This is an optimization exercise on Yosys and OpenROAD, whose aim is small area, not a production implementation. The RTL was checked by simulation tests, not by an equivalence proof against the original design. Power and IR drop assume default switching activity.

==> flow/design.v, too long to show whole: its modules and the start of the top module <==
// module Add: 16 lines
// module Inc: 13 lines
// module ALU: 158 lines
// module Compare: 16 lines
// module Control: 430 lines
// module CPZero: 326 lines
// module Mul2: 1196 lines
// module EXMEM_Stage: 75 lines
// module Hazard_Detection: 84 lines
// module IDEX_Stage: 117 lines
// module IFID_Stage: 24 lines
// module MemControl: 161 lines
// module MEMWB_Stage: 19 lines
// module Mux2: 7 lines
// module Mux4: 14 lines
// module RegisterFile: 30 lines
// module Register: 11 lines
// module TrapDetect: 9 lines
// module Processor: 565 lines
module Processor(
    input  clock,
    input  reset,
    input  [4:0] Interrupts,             
    input  NMI,                          
    input  [31:0] DataMem_In,
    input  DataMem_Ready,
    output DataMem_Read,
    output [3:0]  DataMem_Write,         
    output [29:0] DataMem_Address,       
    output [31:0] DataMem_Out,
    input  [31:0] InstMem_In,
    output [29:0] InstMem_Address,       
    input  InstMem_Ready,
    output InstMem_Read,
    output [7:0] IP                      
    );
  // ...
==> flow/run.sh <==
#!/bin/bash
# synth_recipe.tcl (not shown) runs the flow's synth.tcl, then flattens the netlist and writes it again
# the make line also repeats each setting of config.mk as NAME=value (left out here)
make -C /OpenROAD-flow-scripts/flow DESIGN_CONFIG=/design/flow/config.mk WORK_HOME=/design/flow/orfs CLKGATE_MAP_FILE= SYNTH_SCRIPT=/design/flow/synth_recipe.tcl finish
==> flow/config.mk <==
export PLATFORM = sky130hd
export DESIGN_NAME = Processor
export DESIGN_NICKNAME = Processor
export VERILOG_FILES = /design/flow/design.v
export SDC_FILE = /design/flow/constraint.sdc
export NUM_CORES = 8
export LEC_CHECK = 0
export CAP_MARGIN = 20
export CORE_MARGIN = 2
export CORE_UTILIZATION = 40
export SLEW_MARGIN = 20
==> flow/constraint.sdc <==
create_clock -name core_clock -period 25.0 [get_ports {clock}]
set_input_delay 5.0000 -clock core_clock [delete_from_list [all_inputs] [get_ports {clock}]]
set_output_delay 5.0000 -clock core_clock [all_outputs]
set_load 0.01 [all_outputs]
==> reports/metrics.csv, run 1 <==
stage,metric,value,unit
flow_run,max-cap violations,0,
cells_and_area,post-layout util,44.90,%
cells_and_area,multi-input gates,9146,
floorplan,die width,548.0,microns
clock_network,insertion delay to the later sink of the worst-skew pair,0.96,ns
sta,Min Hold Slack,0.4541,ns
floorplan,I/O pins,180,
yosys,Yosys reg bits,1860,
setup_path,Worst path slowest cell,dfxtp_1,
yosys,"count leader, synth",nand2_1,
power,Net Sw Power,5.784,mW
cells_and_area,largest registers,"RegisterFile.registers (992), ALU.HILO (64), ALU.Multiplier.PL (49)",
hold_path,hold wc startpoint,IFID.ID_PCAdd4[27],
global_routing,grt peak-use layer,met2,
setup_path,Critical Path End Type,flop,
power,clock power share,24.0,%
yosys,Synth area leaders,"edfxtp_1 27%, dfxtp_1 13%, fa_1 7.8%",
cells_and_area,Post-Layout Cell Count,16620,
sta,Hold Fails Final Rpt,0,
yosys,sequential share of the synthesized area,40.53,%
placement,placed cell area,0.1248,sq mm
detailed_routing,post-detailed-route count of antenna-violating nets,0,
cells_and_area,multi-input combinational area share,48.55,%
power,Power per Cell Area,101.0,mW/mm^2
cells_and_area,Clock-cell share,5.275,%
clock_network,CTS root buf,clkbuf_16,
sta,Final Skew,0.1118,ns
detailed_routing,DRC,0,
detailed_routing,Via density,6.890,
yosys,Main synth FF type,edfxtp_1,
sta,relative slew slack,8.716,%
cells_and_area,# fillers,28110,
yosys,asr flop ratio synth,0,%
sta,Max Freq,0.04200,GHz
cells_and_area,invs w/o clock,544,
global_routing,first-pass GRT wire length,846.5,mm
setup_path,R2R setup slack,1.19,ns
status,status,no timing/DRC/antenna violations,
sta,worst slew pin tran,1.369,ns
detailed_routing,met2 routed WL,250.0,mm
setup_path,Setup crit end,ALU.HILO[63],
global_routing,grt met3 use,13.62,%
==> module ALU, before the edit <==
module ALU(
    input  clock,
    input  reset,
    input  EX_Stall,
    input  EX_Flush,
    input  ph0,
    input  [31:0] A, B,
    input  [4:0]  Operation,
    input  [4:0]  Shamt,
    output reg [31:0] Result,
    output BZero,            
    output reg EXC_Ov,
    output ALU_Stall         
    );
    reg  [63:0] HILO;
    wire [31:0] HI = HILO[63:32];
    wire [31:0] LO = HILO[31:0];
    wire HILO_Commit = ~(EX_Stall | EX_Flush);
    wire op_div   = (Operation == AluOp_Div);
    wire op_divu  = (Operation == AluOp_Divu);
    wire op_mult  = (Operation == AluOp_Mult);
    wire op_multu = (Operation == AluOp_Multu);
    wire op_madd  = (Operation == AluOp_Madd);
    wire op_maddu = (Operation == AluOp_Maddu);
    wire op_msub  = (Operation == AluOp_Msub);
    wire op_msubu = (Operation == AluOp_Msubu);
    wire op_mul   = (Operation == AluOp_Mul);
    wire op_mthi  = (Operation == AluOp_Mthi);
    wire op_mtlo  = (Operation == AluOp_Mtlo);
    wire op_mfhi  = (Operation == AluOp_Mfhi);
    wire op_mflo  = (Operation == AluOp_Mflo);
    wire Mul_Op   = op_mult | op_multu | op_madd | op_maddu | op_msub | op_msubu;
    wire HILO_Access = op_div | op_divu | op_mfhi | op_mflo | Mul_Op | op_mthi | op_mtlo;
    wire AddSub_Add = (Operation == AluOp_Add) | (Operation == AluOp_Addu);
    wire [31:0] AddSub_Result;
    wire AddSub_Cout;
    Add #(.W(32)) AddSub (.A(A), .B(B ^ {32{~AddSub_Add}}), .Cin(~AddSub_Add), .S(AddSub_Result), .Cout(AddSub_Cout));
    wire Ltu = ~AddSub_Cout;
    wire Lts = (A[31] ^ B[31]) ? A[31] : AddSub_Result[31];
    wire Sh_Var   = (Operation == AluOp_Sllv) | (Operation == AluOp_Srav) | (Operation == AluOp_Srlv);
    wire Sh_Left  = (Operation == AluOp_Sll)  | (Operation == AluOp_Sllv);
    wire Sh_Arith = (Operation == AluOp_Sra)  | (Operation == AluOp_Srav);
    wire [4:0] Sh_Amt = Sh_Var ? A[4:0] : Shamt;
    reg  [31:0] Sh_In, Sh_Out;
    wire signed [32:0] Sh_Ext = {Sh_Arith & B[31], Sh_In};
    wire signed [32:0] Sh_R = Sh_Ext >>> Sh_Amt;
    integer k;
    always_comb begin
        for (k = 0; k < 32; k = k + 1) Sh_In[k]  = Sh_Left ? B[31-k]    : B[k];
        for (k = 0; k < 32; k = k + 1) Sh_Out[k] = Sh_Left ? Sh_R[31-k] : Sh_R[k];
    end
    wire Mul_Signed = op_mult | op_madd | op_msub | op_mul;
    wire Mul_Acc    = op_madd | op_maddu | op_msub | op_msubu;
    wire Mul_Sub    = op_msub | op_msubu;
    wire [63:0] Mul_Addend = ph0 ? 64'd0 : ((Mul_Acc ? HILO : 64'd0) ^ {64{Mul_Sub}});
    wire [63:0] Mac_Sum;
    Mul2 Multiplier (
        .clock  (clock),
        .ph0    (ph0),
        .A      ({Mul_Signed & A[31], A}),
        .B      ({Mul_Signed & B[31], B}),
        .Addend (Mul_Addend),
        .Sum    (Mac_Sum)
    );
    wire [63:0] Mac_Result = Mac_Sum ^ {64{Mul_Sub}};
    assign BZero = (B == 32'h00000000);
    always_comb begin
        case (Operation)
            AluOp_Add   : Result = AddSub_Result;
            AluOp_Addu  : Result = AddSub_Result;
            AluOp_And   : Result = A & B;
            AluOp_Clo   : Result = {31'b0, (A == 32'h0)};                
            AluOp_Clz   : Result = (A == 32'h1) ? 32'd31 : 32'd0;       
            AluOp_Mfhi  : Result = HI;
            AluOp_Mflo  : Result = LO;
            AluOp_Mul   : Result = Mac_Sum[31:0];
            AluOp_Nor   : Result = ~(A | B);
            AluOp_Or    : Result = A | B;
            AluOp_Sll   : Result = Sh_Out;
            AluOp_Sllc  : Result = {B[15:0], 16'b0};
            AluOp_Sllv  : Result = Sh_Out;
            AluOp_Slt   : Result = {31'b0, Lts};
            AluOp_Sltu  : Result = {31'b0, Ltu};
            AluOp_Sra   : Result = Sh_Out;
            AluOp_Srav  : Result = Sh_Out;
            AluOp_Srl   : Result = Sh_Out;
            AluOp_Srlv  : Result = Sh_Out;
            AluOp_Sub   : Result = AddSub_Result;
            AluOp_Subu  : Result = AddSub_Result;
            AluOp_Xor   : Result = A ^ B;
            default     : Result = 32'h00000000;
        endcase
    end
    always_comb begin
        case (Operation)
            AluOp_Add : EXC_Ov = ((A[31] ~^ B[31]) & (A[31] ^ AddSub_Result[31]));
            AluOp_Sub : EXC_Ov = ((A[31]  ^ B[31]) & (A[31] ^ AddSub_Result[31]));
            default   : EXC_Ov = 1'b0;
        endcase
    end
    reg  div_fsm;             
    reg  div_active;          
    reg  [4:0] div_cycle;
    reg  div_neg;             
    reg  div_dneg;            
    reg  [31:0] div_denom;    
    wire Div_Start  = ~div_fsm & (op_div | op_divu) & HILO_Commit;
    wire Div_Commit = div_fsm & ~div_active;
    assign ALU_Stall = div_fsm & HILO_Access;
    wire [31:0] Neg_In  = div_fsm ? LO : A;
    wire        Neg_Do  = div_fsm ? div_neg : (op_div & A[31]);
    wire [31:0] Neg_Out;
    Inc #(.W(32)) Negator (.A(Neg_In ^ {32{Neg_Do}}), .Cin(Neg_Do), .S(Neg_Out));
    wire [31:0] Div_Diff;
    wire Div_NoBorrow;
    Add #(.W(32)) DivSub (.A({HI[30:0], LO[31]}), .B(div_denom ^ {32{~div_dneg}}), .Cin(~div_dneg), .S(Div_Diff), .Cout(Div_NoBorrow));
    wire Div_Ok = Div_NoBorrow;
    always_ff @(posedge clock) begin
        if (reset) begin
            div_fsm    <= 1'b0;
            div_active <= 1'b0;
            div_cycle  <= 5'd0;
            div_neg    <= 1'b0;
            div_dneg   <= 1'b0;
            div_denom  <= 32'd0;
        end
        else if (Div_Start) begin
            div_fsm    <= 1'b1;
            div_active <= 1'b1;
            div_cycle  <= 5'd31;
            div_neg    <= op_div & (A[31] ^ B[31]);
            div_dneg   <= op_div & B[31];
            div_denom  <= B;
        end
        else if (div_active) begin
            if (div_cycle == 5'd0) div_active <= 1'b0;
            div_cycle <= div_cycle - 5'd1;
        end
        else if (div_fsm) begin
            div_fsm <= 1'b0;
        end
    end
    always_ff @(posedge clock) begin
        if (reset)
            HILO <= 64'h0;
        else if (Div_Start)
            HILO <= {32'd0, Neg_Out};
        else if (div_active)
            HILO <= Div_Ok ? {Div_Diff, LO[30:0], 1'b1} : {HI[30:0], LO[31], LO[30:0], 1'b0};
        else if (Div_Commit)
            HILO <= {HI, Neg_Out};
        else if (HILO_Commit) begin
            if (Mul_Op)       HILO <= Mac_Result;
            else if (op_mthi) HILO <= {A, LO};
            else if (op_mtlo) HILO <= {HI, B};
        end
    end
endmodule
==> module EXMEM_Stage, before the edit <==
module EXMEM_Stage(
    input  clock,
    input  reset,
    input  EX_Flush,
    input  EX_Stall,
    input  M_Stall,
    input  EX_Movn,
    input  EX_Movz,
    input  EX_BZero,
    input  EX_RegWrite,   
    input  EX_MemtoReg,   
    input  EX_ReverseEndian,
    input  EX_LLSC,
    input  EX_MemRead,
    input  EX_MemWrite,
    input  EX_MemByte,
    input  EX_MemHalf,
    input  EX_MemSignExtend,
    input  EX_Left,
    input  EX_Right,
    input  EX_KernelMode,
    input  [31:0] EX_RestartPC,
    input  EX_IsBDS,
    input  EX_Trap,
    input  EX_TrapCond,
    input  EX_M_CanErr,
    input  [31:0] EX_ALU_Result,
    input  [31:0] EX_ReadData2,
    input  [4:0]  EX_RtRd,
    output reg M_RegWrite,
    output reg M_MemtoReg,
    output reg M_ReverseEndian,
    output reg M_LLSC,
    output reg M_MemRead,
    output reg M_MemWrite,
    output reg M_MemByte,
    output reg M_MemHalf,
    output reg M_MemSignExtend,
    output reg M_Left,
    output reg M_Right,
    output reg M_KernelMode,
    output reg [31:0] M_RestartPC,
    output reg M_IsBDS,
    output reg M_Trap,
    output reg M_TrapCond,
    output reg M_M_CanErr,
    output reg [31:0] M_ALU_Result,
    output reg [31:0] M_ReadData2,
    output reg [4:0]  M_RtRd
    );
    wire MovcRegWrite = (EX_Movn & ~EX_BZero) | (EX_Movz & EX_BZero);
    always_ff @(posedge clock) begin
        M_RegWrite      <= (reset) ? 1'b0  : ((M_Stall) ? M_RegWrite      : ((EX_Stall | EX_Flush) ? 1'b0 : EX_RegWrite));
        M_RegWrite      <= (reset) ? 1'b0  : ((M_Stall) ? M_RegWrite      : ((EX_Stall | EX_Flush) ? 1'b0 : ((EX_Movn | EX_Movz) ? MovcRegWrite : EX_RegWrite)));
        M_MemtoReg      <= (reset) ? 1'b0  : ((M_Stall) ? M_MemtoReg                                      : EX_MemtoReg);
        M_ReverseEndian <= (reset) ? 1'b0  : ((M_Stall) ? M_ReverseEndian                                 : EX_ReverseEndian);
        M_LLSC          <= (reset) ? 1'b0  : ((M_Stall) ? M_LLSC                                          : EX_LLSC);
        M_MemRead       <= (reset) ? 1'b0  : ((M_Stall) ? M_MemRead       : ((EX_Stall | EX_Flush) ? 1'b0 : EX_MemRead));
        M_MemWrite      <= (reset) ? 1'b0  : ((M_Stall) ? M_MemWrite      : ((EX_Stall | EX_Flush) ? 1'b0 : EX_MemWrite));
        M_MemByte       <= (reset) ? 1'b0  : ((M_Stall) ? M_MemByte                                       : EX_MemByte);
        M_MemHalf       <= (reset) ? 1'b0  : ((M_Stall) ? M_MemHalf                                       : EX_MemHalf);
        M_MemSignExtend <= (reset) ? 1'b0  : ((M_Stall) ? M_MemSignExtend                                 : EX_MemSignExtend);
        M_Left          <= (reset) ? 1'b0  : ((M_Stall) ? M_Left                                          : EX_Left);
        M_Right         <= (reset) ? 1'b0  : ((M_Stall) ? M_Right                                         : EX_Right);
        M_KernelMode    <= (reset) ? 1'b0  : ((M_Stall) ? M_KernelMode                                    : EX_KernelMode);
        M_RestartPC     <= (reset) ? 32'b0 : ((M_Stall) ? M_RestartPC                                     : EX_RestartPC);
        M_IsBDS         <= (reset) ? 1'b0  : ((M_Stall) ? M_IsBDS                                         : EX_IsBDS);
        M_Trap          <= (reset) ? 1'b0  : ((M_Stall) ? M_Trap          : ((EX_Stall | EX_Flush) ? 1'b0 : EX_Trap));
        M_TrapCond      <= (reset) ? 1'b0  : ((M_Stall) ? M_TrapCond                                      : EX_TrapCond);
        M_M_CanErr      <= (reset) ? 1'b0  : ((M_Stall) ? M_M_CanErr      : ((EX_Stall | EX_Flush) ? 1'b0 : EX_M_CanErr));
        M_ALU_Result    <= (reset) ? 32'b0 : ((M_Stall) ? M_ALU_Result                                    : EX_ALU_Result);
        M_ReadData2     <= (reset) ? 32'b0 : ((M_Stall) ? M_ReadData2                                     : EX_ReadData2);
        M_RtRd          <= (reset) ? 5'b0  : ((M_Stall) ? M_RtRd                                          : EX_RtRd);
    end
endmodule
==> module IDEX_Stage, before the edit <==
module IDEX_Stage(
    input  clock,
    input  reset,
    input  ID_Flush,
    input  ID_Stall,
    input  EX_Stall,
    input  ID_Link,
    input  ID_RegDst,
    input  ID_ALUSrcImm,
    input  [4:0] ID_ALUOp,
    input  ID_Movn,
    input  ID_Movz,
    input  ID_LLSC,
    input  ID_MemRead,
    input  ID_MemWrite,
    input  ID_MemByte,
    input  ID_MemHalf,
    input  ID_MemSignExtend,
    input  ID_Left,
    input  ID_Right,
    input  ID_RegWrite,
    input  ID_MemtoReg,
    input  ID_ReverseEndian,
    input  [4:0] ID_Rs,
    input  [4:0] ID_Rt,
    input  ID_WantRsByEX,
    input  ID_NeedRsByEX,
    input  ID_WantRtByEX,
    input  ID_NeedRtByEX,
    input  ID_KernelMode,
    input  [31:0] ID_RestartPC,
    input  ID_IsBDS,
    input  ID_Trap,
    input  ID_TrapCond,
    input  ID_EX_CanErr,
    input  ID_M_CanErr,
    input  [31:0] ID_ReadData1,
    input  [31:0] ID_ReadData2,
    input  [16:0] ID_SignExtImm,  
    output reg EX_Link,
    output [1:0] EX_LinkRegDst,
    output reg EX_ALUSrcImm,
    output reg [4:0] EX_ALUOp,
    output reg EX_Movn,
    output reg EX_Movz,
    output reg EX_LLSC,
    output reg EX_MemRead,
    output reg EX_MemWrite,
    output reg EX_MemByte,
    output reg EX_MemHalf,
    output reg EX_MemSignExtend,
    output reg EX_Left,
    output reg EX_Right,
    output reg EX_RegWrite,
    output reg EX_MemtoReg,
    output reg EX_ReverseEndian,
    output reg [4:0]  EX_Rs,
    output reg [4:0]  EX_Rt,
    output reg EX_WantRsByEX,
    output reg EX_NeedRsByEX,
    output reg EX_WantRtByEX,
    output reg EX_NeedRtByEX,
    output reg EX_KernelMode,
    output reg [31:0] EX_RestartPC,
    output reg EX_IsBDS,
    output reg EX_Trap,
    output reg EX_TrapCond,
    output reg EX_EX_CanErr,
    output reg EX_M_CanErr,
    output reg [31:0] EX_ReadData1,
    output reg [31:0] EX_ReadData2,
    output [31:0] EX_SignExtImm,
    output [4:0]      EX_Rd,
    output [4:0]      EX_Shamt
    );
    reg [16:0] EX_SignExtImm_pre;
    reg EX_RegDst;
    assign EX_LinkRegDst = (EX_Link) ? 2'b10 : ((EX_RegDst) ? 2'b01 : 2'b00);   
    assign EX_Rd = EX_SignExtImm[15:11];
    assign EX_Shamt = EX_SignExtImm[10:6];
    assign EX_SignExtImm = (EX_SignExtImm_pre[16]) ? {15'h7fff, EX_SignExtImm_pre[16:0]} : {15'h0000, EX_SignExtImm_pre[16:0]};
    always_ff @(posedge clock) begin
        EX_Link           <= (reset) ? 1'b0  : ((EX_Stall) ? EX_Link                                          : ID_Link);
        EX_RegDst         <= (reset) ? 1'b0  : ((EX_Stall) ? EX_RegDst                                        : ID_RegDst);
        EX_ALUSrcImm      <= (reset) ? 1'b0  : ((EX_Stall) ? EX_ALUSrcImm                                     : ID_ALUSrcImm);
        EX_ALUOp          <= (reset) ? 5'b0  : ((EX_Stall) ? EX_ALUOp         : ((ID_Stall | ID_Flush) ? 5'b0 : ID_ALUOp));
        EX_Movn           <= (reset) ? 1'b0  : ((EX_Stall) ? EX_Movn                                          : ID_Movn);
        EX_Movz           <= (reset) ? 1'b0  : ((EX_Stall) ? EX_Movz                                          : ID_Movz);
        EX_LLSC           <= (reset) ? 1'b0  : ((EX_Stall) ? EX_LLSC                                          : ID_LLSC);
        EX_MemRead        <= (reset) ? 1'b0  : ((EX_Stall) ? EX_MemRead       : ((ID_Stall | ID_Flush) ? 1'b0 : ID_MemRead));
        EX_MemWrite       <= (reset) ? 1'b0  : ((EX_Stall) ? EX_MemWrite      : ((ID_Stall | ID_Flush) ? 1'b0 : ID_MemWrite));
        EX_MemByte        <= (reset) ? 1'b0  : ((EX_Stall) ? EX_MemByte                                       : ID_MemByte);
        EX_MemHalf        <= (reset) ? 1'b0  : ((EX_Stall) ? EX_MemHalf                                       : ID_MemHalf);
        EX_MemSignExtend  <= (reset) ? 1'b0  : ((EX_Stall) ? EX_MemSignExtend                                 : ID_MemSignExtend);
        EX_Left           <= (reset) ? 1'b0  : ((EX_Stall) ? EX_Left                                          : ID_Left);
        EX_Right          <= (reset) ? 1'b0  : ((EX_Stall) ? EX_Right                                         : ID_Right);
        EX_RegWrite       <= (reset) ? 1'b0  : ((EX_Stall) ? EX_RegWrite      : ((ID_Stall | ID_Flush) ? 1'b0 : ID_RegWrite));
        EX_MemtoReg       <= (reset) ? 1'b0  : ((EX_Stall) ? EX_MemtoReg                                      : ID_MemtoReg);
        EX_ReverseEndian  <= (reset) ? 1'b0  : ((EX_Stall) ? EX_ReverseEndian                                 : ID_ReverseEndian);
        EX_RestartPC      <= (reset) ? 32'b0 : ((EX_Stall) ? EX_RestartPC                                     : ID_RestartPC);
        EX_IsBDS          <= (reset) ? 1'b0  : ((EX_Stall) ? EX_IsBDS                                         : ID_IsBDS);
        EX_Trap           <= (reset) ? 1'b0  : ((EX_Stall) ? EX_Trap          : ((ID_Stall | ID_Flush) ? 1'b0 : ID_Trap));
        EX_TrapCond       <= (reset) ? 1'b0  : ((EX_Stall) ? EX_TrapCond                                      : ID_TrapCond);
        EX_EX_CanErr      <= (reset) ? 1'b0  : ((EX_Stall) ? EX_EX_CanErr     : ((ID_Stall | ID_Flush) ? 1'b0 : ID_EX_CanErr));
        EX_M_CanErr       <= (reset) ? 1'b0  : ((EX_Stall) ? EX_M_CanErr      : ((ID_Stall | ID_Flush) ? 1'b0 : ID_M_CanErr));
        EX_ReadData1      <= (reset) ? 32'b0 : ((EX_Stall) ? EX_ReadData1                                     : ID_ReadData1);
        EX_ReadData2      <= (reset) ? 32'b0 : ((EX_Stall) ? EX_ReadData2                                     : ID_ReadData2);
        EX_SignExtImm_pre <= (reset) ? 17'b0 : ((EX_Stall) ? EX_SignExtImm_pre                                : ID_SignExtImm);
        EX_Rs             <= (reset) ? 5'b0  : ((EX_Stall) ? EX_Rs                                            : ID_Rs);
        EX_Rt             <= (reset) ? 5'b0  : ((EX_Stall) ? EX_Rt                                            : ID_Rt);
        EX_WantRsByEX     <= (reset) ? 1'b0  : ((EX_Stall) ? EX_WantRsByEX    : ((ID_Stall | ID_Flush) ? 1'b0 : ID_WantRsByEX));
        EX_NeedRsByEX     <= (reset) ? 1'b0  : ((EX_Stall) ? EX_NeedRsByEX    : ((ID_Stall | ID_Flush) ? 1'b0 : ID_NeedRsByEX));
        EX_WantRtByEX     <= (reset) ? 1'b0  : ((EX_Stall) ? EX_WantRtByEX    : ((ID_Stall | ID_Flush) ? 1'b0 : ID_WantRtByEX));
        EX_NeedRtByEX     <= (reset) ? 1'b0  : ((EX_Stall) ? EX_NeedRtByEX    : ((ID_Stall | ID_Flush) ? 1'b0 : ID_NeedRtByEX));
        EX_KernelMode     <= (reset) ? 1'b0  : ((EX_Stall) ? EX_KernelMode                                    : ID_KernelMode);
    end
endmodule
==> module IFID_Stage, before the edit <==
module IFID_Stage(
    input  clock,
    input  reset,
    input  IF_Flush,
    input  IF_Stall,
    input  ID_Stall,
    input  [31:0] IF_Instruction,
    input  [31:0] IF_PCAdd4,
    input  [31:0] IF_PC,
    input  IF_IsBDS,
    output reg [31:0] ID_Instruction,
    output reg [31:0] ID_PCAdd4,
    output reg [31:0] ID_RestartPC,
    output reg ID_IsBDS,
    output reg ID_IsFlushed
    );
    always_ff @(posedge clock) begin
        ID_Instruction <= (reset) ? 32'b0 : ((ID_Stall) ? ID_Instruction : ((IF_Stall | IF_Flush) ? 32'b0 : IF_Instruction));
        ID_PCAdd4      <= (reset) ? 32'b0 : ((ID_Stall) ? ID_PCAdd4                                       : IF_PCAdd4);
        ID_IsBDS       <= (reset) ? 1'b0  : ((ID_Stall) ? ID_IsBDS                                        : IF_IsBDS);
        ID_RestartPC   <= (reset) ? 32'b0 : ((ID_Stall | IF_IsBDS) ? ID_RestartPC                         : IF_PC);
        ID_IsFlushed   <= (reset) ? 1'b0  : ((ID_Stall) ? ID_IsFlushed                                    : IF_Flush);
    end
endmodule
==> module MemControl, before the edit <==
module MemControl(
    input  clock,
    input  reset,
    input  [31:0] DataIn,            
    input  [31:0] Address,           
    input  [31:0] MReadData,         
    input  MemRead,                  
    input  MemWrite,                 
    input  DataMem_Ready,            
    input  Byte,                     
    input  Half,                     
    input  SignExtend,               
    input  KernelMode,               
    input  ReverseEndian,            
    input  LLSC,                     
    input  ERET,                     
    input  Left,                     
    input  Right,                    
    input  M_Exception_Stall,
    input  IF_Stall,                 
    output reg [31:0] DataOut,       
    output [31:0] MWriteData,        
    output reg [3:0] WriteEnable,    
    output ReadEnable,               
    output M_Stall,
    output EXC_AdEL,                 
    output EXC_AdES                  
    );
    wire BE = KernelMode | ~ReverseEndian;
    wire Word = ~(Half | Byte | Left | Right);
    wire EXC_KernelMem = ~KernelMode & (Address < UMem_Lower);
    wire EXC_Word = Word & (Address[1] | Address[0]);
    wire EXC_Half = Half & Address[0];    
    assign EXC_AdEL = MemRead  & (EXC_KernelMem | EXC_Word | EXC_Half);
    assign EXC_AdES = MemWrite & (EXC_KernelMem | EXC_Word | EXC_Half);
    reg  [29:0] LLSC_Address;
    reg  LLSC_Atomic;
    wire LLSC_MemWrite_Mask;
    always_ff @(posedge clock) begin
        LLSC_Address <= (reset) ? 30'b0 : (MemRead & LLSC) ? Address[31:2] : LLSC_Address;
    end
    always_ff @(posedge clock) begin
        if (reset) begin
            LLSC_Atomic <= 1'b0;
        end
        else if (MemRead) begin
            LLSC_Atomic <= (LLSC) ? 1'b1 : LLSC_Atomic;
        end
        else if (ERET | (~M_Stall & ~IF_Stall & MemWrite & (Address[31:2] == LLSC_Address))) begin
            LLSC_Atomic <= 1'b0;
        end
        else begin
            LLSC_Atomic <= LLSC_Atomic;
        end
    end
    assign LLSC_MemWrite_Mask = (LLSC & MemWrite & (~LLSC_Atomic | (Address[31:2] != LLSC_Address)));
    wire WriteCondition = MemWrite & ~(EXC_KernelMem | EXC_Word | EXC_Half) & ~LLSC_MemWrite_Mask;
    wire ReadCondition  = MemRead  & ~(EXC_KernelMem | EXC_Word | EXC_Half);
    reg RW_Mask;
    always_ff @(posedge clock) begin
        RW_Mask <= (reset) ? 1'b0 : (((MemWrite | MemRead) & DataMem_Ready) ? 1'b1 : ((~M_Stall & ~IF_Stall) ? 1'b0 : RW_Mask));
    end
    assign M_Stall = ReadEnable | (WriteEnable != 4'b0000) | DataMem_Ready    | M_Exception_Stall;
    assign ReadEnable  = ReadCondition  & ~RW_Mask;
    wire Half_Access_L  = (Address[1] ^  BE);
    wire Half_Access_R  = (Address[1] ~^ BE);
    wire Byte_Access_LL = Half_Access_L & (Address[1] ~^ Address[0]);
    wire Byte_Access_LM = Half_Access_L & (Address[0] ~^ BE);
    wire Byte_Access_RM = Half_Access_R & (Address[0] ^  BE);
    wire Byte_Access_RR = Half_Access_R & (Address[1] ~^ Address[0]);
    always_comb
    begin
        if (WriteCondition & ~RW_Mask) begin
            if (Byte) begin
                WriteEnable[3] <= Byte_Access_LL;
                WriteEnable[2] <= Byte_Access_LM;
                WriteEnable[1] <= Byte_Access_RM;
                WriteEnable[0] <= Byte_Access_RR;
            end
            else if (Half) begin
                WriteEnable[3] <= Half_Access_L;
                WriteEnable[2] <= Half_Access_L;
                WriteEnable[1] <= Half_Access_R;
                WriteEnable[0] <= Half_Access_R;
            end
            else if (Left) begin
                case (Address[1:0])
                    2'b00 : WriteEnable <= (BE) ? 4'b1111 : 4'b0001;
                    2'b01 : WriteEnable <= (BE) ? 4'b0111 : 4'b0011;
                    2'b10 : WriteEnable <= (BE) ? 4'b0011 : 4'b0111;
                    2'b11 : WriteEnable <= (BE) ? 4'b0001 : 4'b1111;
                endcase
            end
            else if (Right) begin
                case (Address[1:0])
                    2'b00 : WriteEnable <= (BE) ? 4'b1000 : 4'b1111;
                    2'b01 : WriteEnable <= (BE) ? 4'b1100 : 4'b1110;
                    2'b10 : WriteEnable <= (BE) ? 4'b1110 : 4'b1100;
                    2'b11 : WriteEnable <= (BE) ? 4'b1111 : 4'b1000;
                endcase
            end
            else begin
                WriteEnable <= 4'b1111;
            end
        end
        else begin
            WriteEnable <= 4'b0000;
        end
    end
    assign MWriteData[31:24] = (Byte) ? DataIn[7:0] : ((Half) ? DataIn[15:8] : DataIn[31:24]);
    assign MWriteData[23:16] = (Byte | Half) ? DataIn[7:0] : DataIn[23:16];
    assign MWriteData[15:8]  = (Byte) ? DataIn[7:0] : DataIn[15:8];
    assign MWriteData[7:0]   = DataIn[7:0];
    always_comb
    begin
        if (Byte) begin
            if (Byte_Access_LL) begin
                DataOut <= (SignExtend & MReadData[31]) ? {24'hFFFFFF, MReadData[31:24]} : {24'h000000, MReadData[31:24]};
            end
            else if (Byte_Access_LM) begin
                DataOut <= (SignExtend & MReadData[23]) ? {24'hFFFFFF, MReadData[23:16]} : {24'h000000, MReadData[23:16]};
            end
            else if (Byte_Access_RM) begin
                DataOut <= (SignExtend & MReadData[15]) ? {24'hFFFFFF, MReadData[15:8]}  : {24'h000000, MReadData[15:8]};
            end
            else begin
                DataOut <= (SignExtend & MReadData[7])  ? {24'hFFFFFF, MReadData[7:0]}   : {24'h000000, MReadData[7:0]};
            end
        end
        else if (Half) begin
            if (Half_Access_L) begin
                DataOut <= (SignExtend & MReadData[31]) ? {16'hFFFF, MReadData[31:16]} : {16'h0000, MReadData[31:16]};
            end
            else begin
                DataOut <= (SignExtend & MReadData[15]) ? {16'hFFFF, MReadData[15:0]}  : {16'h0000, MReadData[15:0]};
            end
        end
        else if (LLSC & MemWrite) begin
            DataOut <= (LLSC_Atomic & (Address[31:2] == LLSC_Address)) ? 32'h0000_0001 : 32'h0000_0000;
        end
        else if (Left) begin
            case (Address[1:0])
                2'b00 : DataOut <= (BE) ?  MReadData                      : {MReadData[7:0],  DataIn[23:0]};
                2'b01 : DataOut <= (BE) ? {MReadData[23:0], DataIn[7:0]}  : {MReadData[15:0], DataIn[15:0]};
                2'b10 : DataOut <= (BE) ? {MReadData[15:0], DataIn[15:0]} : {MReadData[23:0], DataIn[7:0]};
                2'b11 : DataOut <= (BE) ? {MReadData[7:0],  DataIn[23:0]} :  MReadData;
            endcase
        end
        else if (Right) begin
            case (Address[1:0])
                2'b00 : DataOut <= (BE) ? {DataIn[31:8],  MReadData[31:24]} : MReadData;
                2'b01 : DataOut <= (BE) ? {DataIn[31:16], MReadData[31:16]} : {DataIn[31:24], MReadData[31:8]};
                2'b10 : DataOut <= (BE) ? {DataIn[31:24], MReadData[31:8]}  : {DataIn[31:16], MReadData[31:16]};
                2'b11 : DataOut <= (BE) ? MReadData                         : {DataIn[31:8],  MReadData[31:24]};
            endcase
        end
        else begin
            DataOut <= MReadData;
        end
    end
endmodule
==> module MEMWB_Stage, before the edit <==
module MEMWB_Stage(
    input  clock,
    input  reset,
    input  M_Flush,
    input  M_Stall,
    input  WB_Stall,
    input  M_RegWrite,
    input  [31:0] M_WriteData,      
    input  [4:0]  M_RtRd,
    output reg WB_RegWrite,
    output reg [31:0] WB_WriteData,
    output reg [4:0]  WB_RtRd
    );
    always_ff @(posedge clock) begin
        WB_RegWrite  <= (reset) ? 1'b0  : ((WB_Stall) ? WB_RegWrite  : ((M_Stall | M_Flush) ? 1'b0 : M_RegWrite));
        WB_WriteData <= (reset) ? 32'b0 : ((WB_Stall) ? WB_WriteData : M_WriteData);
        WB_RtRd      <= (reset) ? 5'b0  : ((WB_Stall) ? WB_RtRd      : M_RtRd);
    end
endmodule
==> run 2, diff against run 1 <==
--- a/flow/design.v
+++ b/flow/design.v
@@ -564,27 +564,28 @@
     integer k;
     always_comb begin
         for (k = 0; k < 32; k = k + 1) Sh_In[k]  = Sh_Left ? B[31-k]    : B[k];
         for (k = 0; k < 32; k = k + 1) Sh_Out[k] = Sh_Left ? Sh_R[31-k] : Sh_R[k];
     end
     wire Mul_Signed = op_mult | op_madd | op_msub | op_mul;
     wire Mul_Acc    = op_madd | op_maddu | op_msub | op_msubu;
     wire Mul_Sub    = op_msub | op_msubu;
-    wire [63:0] Mul_Addend = ph0 ? 64'd0 : ((Mul_Acc ? HILO : 64'd0) ^ {64{Mul_Sub}});
+    wire [63:0] Mul_Addend = (Mul_Acc & ~ph0) ? HILO : 64'd0;
     wire [63:0] Mac_Sum;
     Mul2 Multiplier (
         .clock  (clock),
         .ph0    (ph0),
         .A      ({Mul_Signed & A[31], A}),
         .B      ({Mul_Signed & B[31], B}),
+        .Negate (Mul_Sub),
         .Addend (Mul_Addend),
         .Sum    (Mac_Sum)
     );
-    wire [63:0] Mac_Result = Mac_Sum ^ {64{Mul_Sub}};
+    wire [63:0] Mac_Result = Mac_Sum;
     assign BZero = (B == 32'h00000000);
     always_comb begin
         case (Operation)
             AluOp_Add   : Result = AddSub_Result;
             AluOp_Addu  : Result = AddSub_Result;
             AluOp_And   : Result = A & B;
             AluOp_Clo   : Result = {31'b0, (A == 32'h0)};                
             AluOp_Clz   : Result = (A == 32'h1) ? 32'd31 : 32'd0;       
@@ -631,20 +632,16 @@
     wire [31:0] Div_Diff;
     wire Div_NoBorrow;
     Add #(.W(32)) DivSub (.A({HI[30:0], LO[31]}), .B(div_denom ^ {32{~div_dneg}}), .Cin(~div_dneg), .S(Div_Diff), .Cout(Div_NoBorrow));
     wire Div_Ok = Div_NoBorrow;
     always_ff @(posedge clock) begin
         if (reset) begin
             div_fsm    <= 1'b0;
             div_active <= 1'b0;
-            div_cycle  <= 5'd0;
-            div_neg    <= 1'b0;
-            div_dneg   <= 1'b0;
-            div_denom  <= 32'd0;
         end
         else if (Div_Start) begin
             div_fsm    <= 1'b1;
             div_active <= 1'b1;
             div_cycle  <= 5'd31;
             div_neg    <= op_div & (A[31] ^ B[31]);
             div_dneg   <= op_div & B[31];
             div_denom  <= B;
@@ -1450,30 +1447,31 @@
         else               Cause_ExcCode_bits <= 4'h0;      
     end
 endmodule
 module Mul2(
     input  clock,
     input  ph0,               
     input  [32:0] A,          
     input  [32:0] B,          
+    input  Negate,            
     input  [63:0] Addend,     
     output [63:0] Sum
     );
     reg  [48:0] PL;
     wire [48:0] xr = ph0 ? 49'd0 : PL;
     wire [63:0] ad = Addend;
     wire [16:0] y = ph0 ? {1'b0, B[15:0]} : B[32:16];
     wire [18:0] yx = {y[16], y, 1'b0};
     wire [34:0] a1 = {A[32], A[32], A};
     wire [34:0] a2 = {A[32], A, 1'b0};
     wire [8:0] neg, one, two;
     genvar g, h;
     generate for (g = 0; g < 9; g = g + 1) begin : enc
-        assign neg[g] = yx[2*g+2];
+        assign neg[g] = yx[2*g+2] ^ Negate;    
         assign one[g] = yx[2*g+1] ^ yx[2*g];
         assign two[g] = (yx[2*g+2] & ~yx[2*g+1] & ~yx[2*g]) | (~yx[2*g+2] & yx[2*g+1] & yx[2*g]);
     end endgenerate
     wire [34:0] pp0_v;
     generate for (h = 0; h < 35; h = h + 1) begin : sel0
         assign pp0_v[h] = ((one[0] & a1[h]) | (two[0] & a2[h])) ^ neg[0];
     end endgenerate
     wire pp0_0 = pp0_v[0];
@@ -2707,24 +2705,24 @@
         M_MemRead       <= (reset) ? 1'b0  : ((M_Stall) ? M_MemRead       : ((EX_Stall | EX_Flush) ? 1'b0 : EX_MemRead));
         M_MemWrite      <= (reset) ? 1'b0  : ((M_Stall) ? M_MemWrite      : ((EX_Stall | EX_Flush) ? 1'b0 : EX_MemWrite));
         M_MemByte       <= (reset) ? 1'b0  : ((M_Stall) ? M_MemByte                                       : EX_MemByte);
         M_MemHalf       <= (reset) ? 1'b0  : ((M_Stall) ? M_MemHalf                                       : EX_MemHalf);
         M_MemSignExtend <= (reset) ? 1'b0  : ((M_Stall) ? M_MemSignExtend                                 : EX_MemSignExtend);
         M_Left          <= (reset) ? 1'b0  : ((M_Stall) ? M_Left                                          : EX_Left);
         M_Right         <= (reset) ? 1'b0  : ((M_Stall) ? M_Right                                         : EX_Right);
         M_KernelMode    <= (reset) ? 1'b0  : ((M_Stall) ? M_KernelMode                                    : EX_KernelMode);
-        M_RestartPC     <= (reset) ? 32'b0 : ((M_Stall) ? M_RestartPC                                     : EX_RestartPC);
+        M_RestartPC     <= ((M_Stall) ? M_RestartPC                                     : EX_RestartPC);
         M_IsBDS         <= (reset) ? 1'b0  : ((M_Stall) ? M_IsBDS                                         : EX_IsBDS);
         M_Trap          <= (reset) ? 1'b0  : ((M_Stall) ? M_Trap          : ((EX_Stall | EX_Flush) ? 1'b0 : EX_Trap));
         M_TrapCond      <= (reset) ? 1'b0  : ((M_Stall) ? M_TrapCond                                      : EX_TrapCond);
         M_M_CanErr      <= (reset) ? 1'b0  : ((M_Stall) ? M_M_CanErr      : ((EX_Stall | EX_Flush) ? 1'b0 : EX_M_CanErr));
-        M_ALU_Result    <= (reset) ? 32'b0 : ((M_Stall) ? M_ALU_Result                                    : EX_ALU_Result);
-        M_ReadData2     <= (reset) ? 32'b0 : ((M_Stall) ? M_ReadData2                                     : EX_ReadData2);
-        M_RtRd          <= (reset) ? 5'b0  : ((M_Stall) ? M_RtRd                                          : EX_RtRd);
+        M_ALU_Result    <= ((M_Stall) ? M_ALU_Result                                    : EX_ALU_Result);
+        M_ReadData2     <= ((M_Stall) ? M_ReadData2                                     : EX_ReadData2);
+        M_RtRd          <= ((M_Stall) ? M_RtRd                                          : EX_RtRd);
     end
 endmodule
 `timescale 1ns / 1ps
 module Hazard_Detection(
     input  [7:0] DP_Hazards,
     input  [4:0] ID_Rs,
     input  [4:0] ID_Rt,
     input  [4:0] EX_Rs,
@@ -2902,27 +2900,27 @@
         EX_MemByte        <= (reset) ? 1'b0  : ((EX_Stall) ? EX_MemByte                                       : ID_MemByte);
         EX_MemHalf        <= (reset) ? 1'b0  : ((EX_Stall) ? EX_MemHalf                                       : ID_MemHalf);
         EX_MemSignExtend  <= (reset) ? 1'b0  : ((EX_Stall) ? EX_MemSignExtend                                 : ID_MemSignExtend);
         EX_Left           <= (reset) ? 1'b0  : ((EX_Stall) ? EX_Left                                          : ID_Left);
         EX_Right          <= (reset) ? 1'b0  : ((EX_Stall) ? EX_Right                                         : ID_Right);
         EX_RegWrite       <= (reset) ? 1'b0  : ((EX_Stall) ? EX_RegWrite      : ((ID_Stall | ID_Flush) ? 1'b0 : ID_RegWrite));
         EX_MemtoReg       <= (reset) ? 1'b0  : ((EX_Stall) ? EX_MemtoReg                                      : ID_MemtoReg);
         EX_ReverseEndian  <= (reset) ? 1'b0  : ((EX_Stall) ? EX_ReverseEndian                                 : ID_ReverseEndian);
-        EX_RestartPC      <= (reset) ? 32'b0 : ((EX_Stall) ? EX_RestartPC                                     : ID_RestartPC);
+        EX_RestartPC      <= ((EX_Stall) ? EX_RestartPC                                     : ID_RestartPC);
         EX_IsBDS          <= (reset) ? 1'b0  : ((EX_Stall) ? EX_IsBDS                                         : ID_IsBDS);
         EX_Trap           <= (reset) ? 1'b0  : ((EX_Stall) ? EX_Trap          : ((ID_Stall | ID_Flush) ? 1'b0 : ID_Trap));
         EX_TrapCond       <= (reset) ? 1'b0  : ((EX_Stall) ? EX_TrapCond                                      : ID_TrapCond);
         EX_EX_CanErr      <= (reset) ? 1'b0  : ((EX_Stall) ? EX_EX_CanErr     : ((ID_Stall | ID_Flush) ? 1'b0 : ID_EX_CanErr));
         EX_M_CanErr       <= (reset) ? 1'b0  : ((EX_Stall) ? EX_M_CanErr      : ((ID_Stall | ID_Flush) ? 1'b0 : ID_M_CanErr));
-        EX_ReadData1      <= (reset) ? 32'b0 : ((EX_Stall) ? EX_ReadData1                                     : ID_ReadData1);
-        EX_ReadData2      <= (reset) ? 32'b0 : ((EX_Stall) ? EX_ReadData2                                     : ID_ReadData2);
-        EX_SignExtImm_pre <= (reset) ? 17'b0 : ((EX_Stall) ? EX_SignExtImm_pre                                : ID_SignExtImm);
-        EX_Rs             <= (reset) ? 5'b0  : ((EX_Stall) ? EX_Rs                                            : ID_Rs);
-        EX_Rt             <= (reset) ? 5'b0  : ((EX_Stall) ? EX_Rt                                            : ID_Rt);
+        EX_ReadData1      <= ((EX_Stall) ? EX_ReadData1                                     : ID_ReadData1);
+        EX_ReadData2      <= ((EX_Stall) ? EX_ReadData2                                     : ID_ReadData2);
+        EX_SignExtImm_pre <= ((EX_Stall) ? EX_SignExtImm_pre                                : ID_SignExtImm);
+        EX_Rs             <= ((EX_Stall) ? EX_Rs                                            : ID_Rs);
+        EX_Rt             <= ((EX_Stall) ? EX_Rt                                            : ID_Rt);
         EX_WantRsByEX     <= (reset) ? 1'b0  : ((EX_Stall) ? EX_WantRsByEX    : ((ID_Stall | ID_Flush) ? 1'b0 : ID_WantRsByEX));
         EX_NeedRsByEX     <= (reset) ? 1'b0  : ((EX_Stall) ? EX_NeedRsByEX    : ((ID_Stall | ID_Flush) ? 1'b0 : ID_NeedRsByEX));
         EX_WantRtByEX     <= (reset) ? 1'b0  : ((EX_Stall) ? EX_WantRtByEX    : ((ID_Stall | ID_Flush) ? 1'b0 : ID_WantRtByEX));
         EX_NeedRtByEX     <= (reset) ? 1'b0  : ((EX_Stall) ? EX_NeedRtByEX    : ((ID_Stall | ID_Flush) ? 1'b0 : ID_NeedRtByEX));
         EX_KernelMode     <= (reset) ? 1'b0  : ((EX_Stall) ? EX_KernelMode                                    : ID_KernelMode);
     end
 endmodule
 `timescale 1ns / 1ps
@@ -2939,19 +2937,19 @@
     output reg [31:0] ID_Instruction,
     output reg [31:0] ID_PCAdd4,
     output reg [31:0] ID_RestartPC,
     output reg ID_IsBDS,
     output reg ID_IsFlushed
     );
     always_ff @(posedge clock) begin
         ID_Instruction <= (reset) ? 32'b0 : ((ID_Stall) ? ID_Instruction : ((IF_Stall | IF_Flush) ? 32'b0 : IF_Instruction));
-        ID_PCAdd4      <= (reset) ? 32'b0 : ((ID_Stall) ? ID_PCAdd4                                       : IF_PCAdd4);
+        ID_PCAdd4      <= ((ID_Stall) ? ID_PCAdd4                                       : IF_PCAdd4);
         ID_IsBDS       <= (reset) ? 1'b0  : ((ID_Stall) ? ID_IsBDS                                        : IF_IsBDS);
-        ID_RestartPC   <= (reset) ? 32'b0 : ((ID_Stall | IF_IsBDS) ? ID_RestartPC                         : IF_PC);
+        ID_RestartPC   <= ((ID_Stall | IF_IsBDS) ? ID_RestartPC                         : IF_PC);
         ID_IsFlushed   <= (reset) ? 1'b0  : ((ID_Stall) ? ID_IsFlushed                                    : IF_Flush);
     end
 endmodule
 `timescale 1ns / 1ps
 import mips_pkg::*;
 module MemControl(
     input  clock,
     input  reset,
@@ -2986,17 +2984,17 @@
     wire EXC_Word = Word & (Address[1] | Address[0]);
     wire EXC_Half = Half & Address[0];    
     assign EXC_AdEL = MemRead  & (EXC_KernelMem | EXC_Word | EXC_Half);
     assign EXC_AdES = MemWrite & (EXC_KernelMem | EXC_Word | EXC_Half);
     reg  [29:0] LLSC_Address;
     reg  LLSC_Atomic;
     wire LLSC_MemWrite_Mask;
     always_ff @(posedge clock) begin
-        LLSC_Address <= (reset) ? 30'b0 : (MemRead & LLSC) ? Address[31:2] : LLSC_Address;
+        LLSC_Address <= (MemRead & LLSC) ? Address[31:2] : LLSC_Address;
     end
     always_ff @(posedge clock) begin
         if (reset) begin
             LLSC_Atomic <= 1'b0;
         end
         else if (MemRead) begin
             LLSC_Atomic <= (LLSC) ? 1'b1 : LLSC_Atomic;
         end
@@ -3124,18 +3122,18 @@
     input  [31:0] M_WriteData,      
     input  [4:0]  M_RtRd,
     output reg WB_RegWrite,
     output reg [31:0] WB_WriteData,
     output reg [4:0]  WB_RtRd
     );
     always_ff @(posedge clock) begin
         WB_RegWrite  <= (reset) ? 1'b0  : ((WB_Stall) ? WB_RegWrite  : ((M_Stall | M_Flush) ? 1'b0 : M_RegWrite));
-        WB_WriteData <= (reset) ? 32'b0 : ((WB_Stall) ? WB_WriteData : M_WriteData);
-        WB_RtRd      <= (reset) ? 5'b0  : ((WB_Stall) ? WB_RtRd      : M_RtRd);
+        WB_WriteData <= ((WB_Stall) ? WB_WriteData : M_WriteData);
+        WB_RtRd      <= ((WB_Stall) ? WB_RtRd      : M_RtRd);
     end
 endmodule
 `timescale 1ns / 1ps
 module Mux2 #(parameter WIDTH = 32)(
     input  sel,
     input  [(WIDTH-1):0] in0, in1,
     output [(WIDTH-1):0] out
     );
==> flow/config.mk (replaced) <==
export PLATFORM = sky130hd
export DESIGN_NAME = Processor
export DESIGN_NICKNAME = Processor
export VERILOG_FILES = /design/flow/design.v
export SDC_FILE = /design/flow/constraint.sdc
export NUM_CORES = 8
export LEC_CHECK = 0
export CAP_MARGIN = 20
export CORE_MARGIN = 2
export CORE_UTILIZATION = 55
export SLEW_MARGIN = 20
==> run 2 against run 1 <==
Fmax down 2.0%. First-iteration DRC count is 14% lower. Cell count fell by 20%. Hold slack improved by 0.0037 ns. Cell area shrank 5.5%. Die area down 31%. Sequential cell count is the same. Sequential share of layout area rose by 5.3 points. Synthesized area down 5.6%. Power increased by 5.4%. Critical path type unchanged. Highest routed layer unchanged.
==> reports/metrics.csv, run 2 <==
stage,metric,value,unit,change
status,status,no timing/DRC/antenna violations,,unchanged
cells_and_area,Top reg by flops,RegisterFile.registers,,unchanged
setup_path,Worst path slowest cell,fa_2,,was dfxtp_1
sta,Hold Fails Final Rpt,0,,unchanged
detailed_routing,DRC,0,,unchanged
sta,final setup fails,0,,unchanged
hold_path,hold worst-path end,EXMEM.M_TrapCond,,was IFID.ID_PCAdd4[27]
clock_network,# H-tree levels,4,,unchanged
setup_path,CP top delay family,adder cells,,unchanged
cells_and_area,# fillers,16360,,was 28110
yosys,Synth area leader,edfxtp_1,,unchanged
global_routing,total grt overflow,0,,unchanged
cells_and_area,"commonest non-fill, non-tap cell in the layout",edfxtp_1,,was nand2_1
placement,I/O Buffers,179,,unchanged
floorplan,Core ar.,0.2019,sq mm,was 0.2941 sq mm
sta,Max Freq,0.04116,GHz,was 0.04200 GHz
setup_path,startpoint class of the critical path,flop,,unchanged
hold_path,hold path cells,2,,unchanged
setup_path,WP data required,25.58,ns,was 25.71 ns
sta,relative slew slack,12.53,%,was 8.716%
clock_network,Num CTS Buffers,195,,was 210
cells_and_area,largest registers,"RegisterFile.registers (992), ALU.HILO (64), ALU.Multiplier.PL (49)",,unchanged
yosys,sequential share of the synthesized area,46.49,%,was 40.53%
detailed_routing,drt first pass iters,10,,was 14
global_routing,initial antenna violation count,59,,was 61
floorplan,I/O pins,180,,unchanged
placement,post-detail-place hpwl,361.2,mm,was 421.0 mm
yosys,Yosys reg bits,1860,,unchanged
placement,placed cell area,0.1177,sq mm,was 0.1248 sq mm
setup_path,CP most frequent cell,fa_2,,was fa_1
cells_and_area,NumNets Final,11160,,was 13210
hold_path,worst hold path class,flop to flop,,unchanged
power,leakage,44.76,nW,was 47.18 nW
yosys,post-synth net total,11310,,was 13600
power,total power,14.06,mW,was 13.34 mW
floorplan,Die H,454.6,microns,was 548.0 microns
sta,Final Skew,0.07032,ns,was 0.1118 ns
yosys,Synth area leaders,"edfxtp_1 39%, fa_1 8.3%, dfxtp_1 7.0%",,"was edfxtp_1 27%, dfxtp_1 13%, fa_1 7.8%"
detailed_routing,Via density,7.500,,was 6.890
sta,Tmin final,24.29,ns,was 23.81 ns
clock_network,cts hold-fix bufs,0,,unchanged
power,Power per Cell Area,112.7,mW/mm^2,was 101.0 mW/mm^2
global_routing,vias in the first global route,92110,,was 104600
floorplan,Total Die Area,0.2067,sq mm,was 0.3003 sq mm
cells_and_area,max reg flops,992,,unchanged
clock_network,clk sink count,1860,,unchanged
floorplan,# rows,165,,was 199
cells_and_area,most frequent cells in the layout,"1467 x edfxtp_1, 910 x nand2_1, 615 x o21ai_0, 595 x nor2_1, 592 x a21oi_1",,"was 1408 x nand2_1, 1073 x edfxtp_1, 1061 x a21oi_1, 1048 x nor2_1, 778 x dfxtp_1"
clock_network,insertion delay to the later sink of the worst-skew pair,0.90,ns,was 0.96 ns
sta,worst slew pin tran,1.279,ns,was 1.369 ns
sta,Min Hold Slack,0.4578,ns,was 0.4541 ns
yosys,top-area cell type share of the netlist area,39.45,%,was 27.22%
setup_path,Max stage delay on crit path,0.43,ns,was 0.84 ns
cells_and_area,synthesis-to-layout area growth,11.74,%,was 11.54%
sta,setup TNS,0,ns,unchanged
detailed_routing,routed length per instance,40.05,microns,was 37.24 microns
yosys,"count leader, synth",edfxtp_1,,was nand2_1
sta,unrepaired setup endpoints after global routing,false,,unchanged
setup_path,Reg-to-Reg Start,IDEX.EX_ALUOp[3],,unchanged
detailed_routing,post-detailed-route count of antenna-violating nets,0,,unchanged
placement,GP Congestion,1.060,,was 1.054
yosys,"Distinct cells, synth",112,,was 115
clock_network,CTS tree,done,,unchanged
detailed_routing,Starting DRT DRC Count,18150,,was 21170
yosys,cells after synthesis,10590,,was 12880
setup_path,CP max FO,7,,was 21
yosys,Mapped Avg Cell Area,10.55,sq um,was 9.188 sq um
sta,final max-slew violation count,0,,unchanged
detailed_routing,post-detailed-routing wire length,534.0,mm,was 618.7 mm
clock_network,clk slew on worst S/H paths,0.06,ns,about the same
yosys,synth warn,15,,unchanged
setup_path,Crit path buffers/inverters,3,,unchanged
setup_path,worst r2r path cells,79,,was 77
global_routing,first-pass GRT wire length,730.1,mm,was 846.5 mm
cells_and_area,Final Cell Area,0.1248,sq mm,was 0.1320 sq mm
global_routing,GRT Total Usage,50.46,%,was 39.65%
yosys,number of synthesized flops with an enable pin,1467,,was 1073
yosys,asr flop ratio synth,0,%,unchanged
power,Peak VDD IR,0.5986,mV,was 0.6240 mV
setup_path,Critical Path End Type,flop,,unchanged
yosys,Synth top cells by count,"1467 x edfxtp_1, 932 x nand2_1, 757 x clkbuf_1",,"was 1429 x nand2_1, 1081 x a21oi_1, 1074 x nor2_1"
hold_path,hold wc startpoint,IDEX.EX_TrapCond,,was IFID.ID_PCAdd4[27]
yosys,post-synthesis cell area,0.1117,sq mm,was 0.1184 sq mm
floorplan,Initial Utilization,55.31,%,was 40.25%
yosys,Main synth FF type,edfxtp_1,,unchanged
setup_path,worst path arrival time,24.88,ns,was 24.52 ns
setup_path,worst r2r dst,ALU.Multiplier.PL[48],,was ALU.HILO[63]
clock_network,deepest clock path buffer count,3,,was 4
floorplan,die width,454.6,microns,was 548.0 microns
setup_path,R2R setup slack,0.71,ns,was 1.19 ns
detailed_routing,total number of vias,99990,,was 114500
cells_and_area,share of cells above drive strength 1,12.03,%,was 9.663%
global_routing,largest net degree at the start of global routing,174,,was 118
sta,part of the cycle the worst path needs,97.18,%,was 95.23%
clock_network,CTS root buf,clkbuf_16,,unchanged
flow_run,max-cap violations,0,,unchanged
setup_path,critical path type,flop to flop,,unchanged
## run 2: cell types whose count changed after synthesis, moves of 131 or more
cell,delta
edfxtp_1,+394
a211oi_1,-188
clkbuf_1,-230
xnor2_1,+155
nand2_1,-497
a21oi_1,-481
o221ai_1,-176
dfxtp_1,-394
nor3_1,-131
nor2_1,-459
## run 2: per-layer routing
layer | wire length, microns | global-route usage, % | part of all wire, % | vias to the layer above
met5 | 774 | 0.9328 | 0.14 | -
met4 | 44850 | 33.04 | 8.4 | 46
met3 | 92660 | 23.22 | 17 | 2233
met2 | 210200 | 67.60 | 39 | 9623
met1 | 185500 | 65.01 | 35 | 48940
li1 | - | - | - | 39150
## run 2: worst max path at each step
stage / depth (start not counted) / to / startpoint / slack, ns
after floorplan: 82 / ALU.Multiplier.PL[48] / ph0 / 0.04
after global routing: 79 / ALU.Multiplier.PL[48] / IDEX.EX_ALUOp[3] / 0.004
after detailed placement: 79 / ALU.Multiplier.PL[48] / IDEX.EX_ALUOp[3] / -0.46
final: 79 / ALU.Multiplier.PL[48] / IDEX.EX_ALUOp[3] / 0.71
after global placement: 79 / ALU.Multiplier.PL[48] / IDEX.EX_ALUOp[3] / -0.63
after CTS: 79 / ALU.Multiplier.PL[48] / IDEX.EX_ALUOp[3] / 0.02
## run 2: cell type report
cell class,instances,area (sq um),area share (%)
Clock buffer,260,5464,4.378
Multi-Input combinational cell,7220,55300,44.32
Sequential cell,1860,51950,41.63
Antenna cell,52,130.1,0.1043
Clock inverter,108,1316,1.055
Tap cell,2672,3343,2.679
Timing Repair Buffer,648,5350,4.287
Inverter,513,1941,1.555
## run 2: worst reg2reg max path, delay by kind of cell, from the launching register on
family / cells / cell delay (ns)
AO/OA/AOI/OAI: 3 / 0.36
XOR/XNOR: 6 / 0.88
adder cells (fa/ha/maj): 63 / 21.70
buffers and inverters: 3 / 0.15
flip-flops: 1 / 0.37
AND/OR/NAND/NOR: 4 / 0.57
## run 2: repair_timing
| action | in CTS | in global routing |
|---|---|---|
| endpoints found under the setup margin | 3 | 4 |
| buffers inserted | 0 | 0 |
| gates resized for setup | 12 | 19 |
| endpoints found under the hold margin | 0 | 0 |
| pin swaps | 2 | 5 |
## run 2: power breakdown
| part | internal, mW | switching (mW) |
|---|---|---|
| Combinational | 2.54 | 4.39 |
| Clock | 1.75 | 1.35 |
| Sequential | 3.94 | 0.0911 |
| Total | 8.23 | 5.83 |
## run 2: cell families after synthesis
| logic type | Yosys count | share of synthesized area [%] |
|---|---|---|
| buffers and inverters | 1507 | 5.453 |
| XOR/XNOR | 541 | 4.243 |
| multiplexers | 373 | 3.471 |
| AO/OA/AOI/OAI | 3218 | 19.70 |
| flip-flops | 1860 | 46.49 |
| AND/OR/NAND/NOR | 2440 | 10.28 |
| adder cells (fa/ha/maj) | 648 | 10.37 |
## run 2: metrics by stage
stage               setup slack, ns  utilization (%)  cells
floorplan                   0.03538                -  10590
global placement            -0.6346            58.27  12910
detailed placement          -0.4622            58.29  12910
CTS                         0.01837            61.66  13280
global route               0.004196            61.75  13290
finish                       0.7051            61.81  13330

-- afterwards: timing with drivers on the ports --
How much do the figures lean on ideal ports? The routed layouts below were timed once more, with nothing changed but the port constraints.
Step 1 (the two cells are an assumption about what drives the block):
set clk [get_ports {clock}]
set_driving_cell -lib_cell sky130_fd_sc_hd__clkbuf_16 $clk
set_driving_cell -lib_cell sky130_fd_sc_hd__buf_2 [delete_from_list [all_inputs] $clk]
Step 2 moves the port delays by t, midway between the first and last clock arrival at a register: inputs arrive t later, outputs are due t later. That takes back most of the time a late clock gives input paths.
Slacks: no drivers / after step 1 / after step 2; pairs: no drivers / after step 1.
run | t, ns | setup slack, ns | worst slew at a driven data input, ns | cell pins on the clock port's net
run 1 | 1.016 | 1.192 / 1.192 / 1.192 | 0.13 | 1
run 2 | 0.972 | 0.705 / 0.705 / 0.705 | 0.06 | 1
After both steps setup and hold are still met in every run listed.
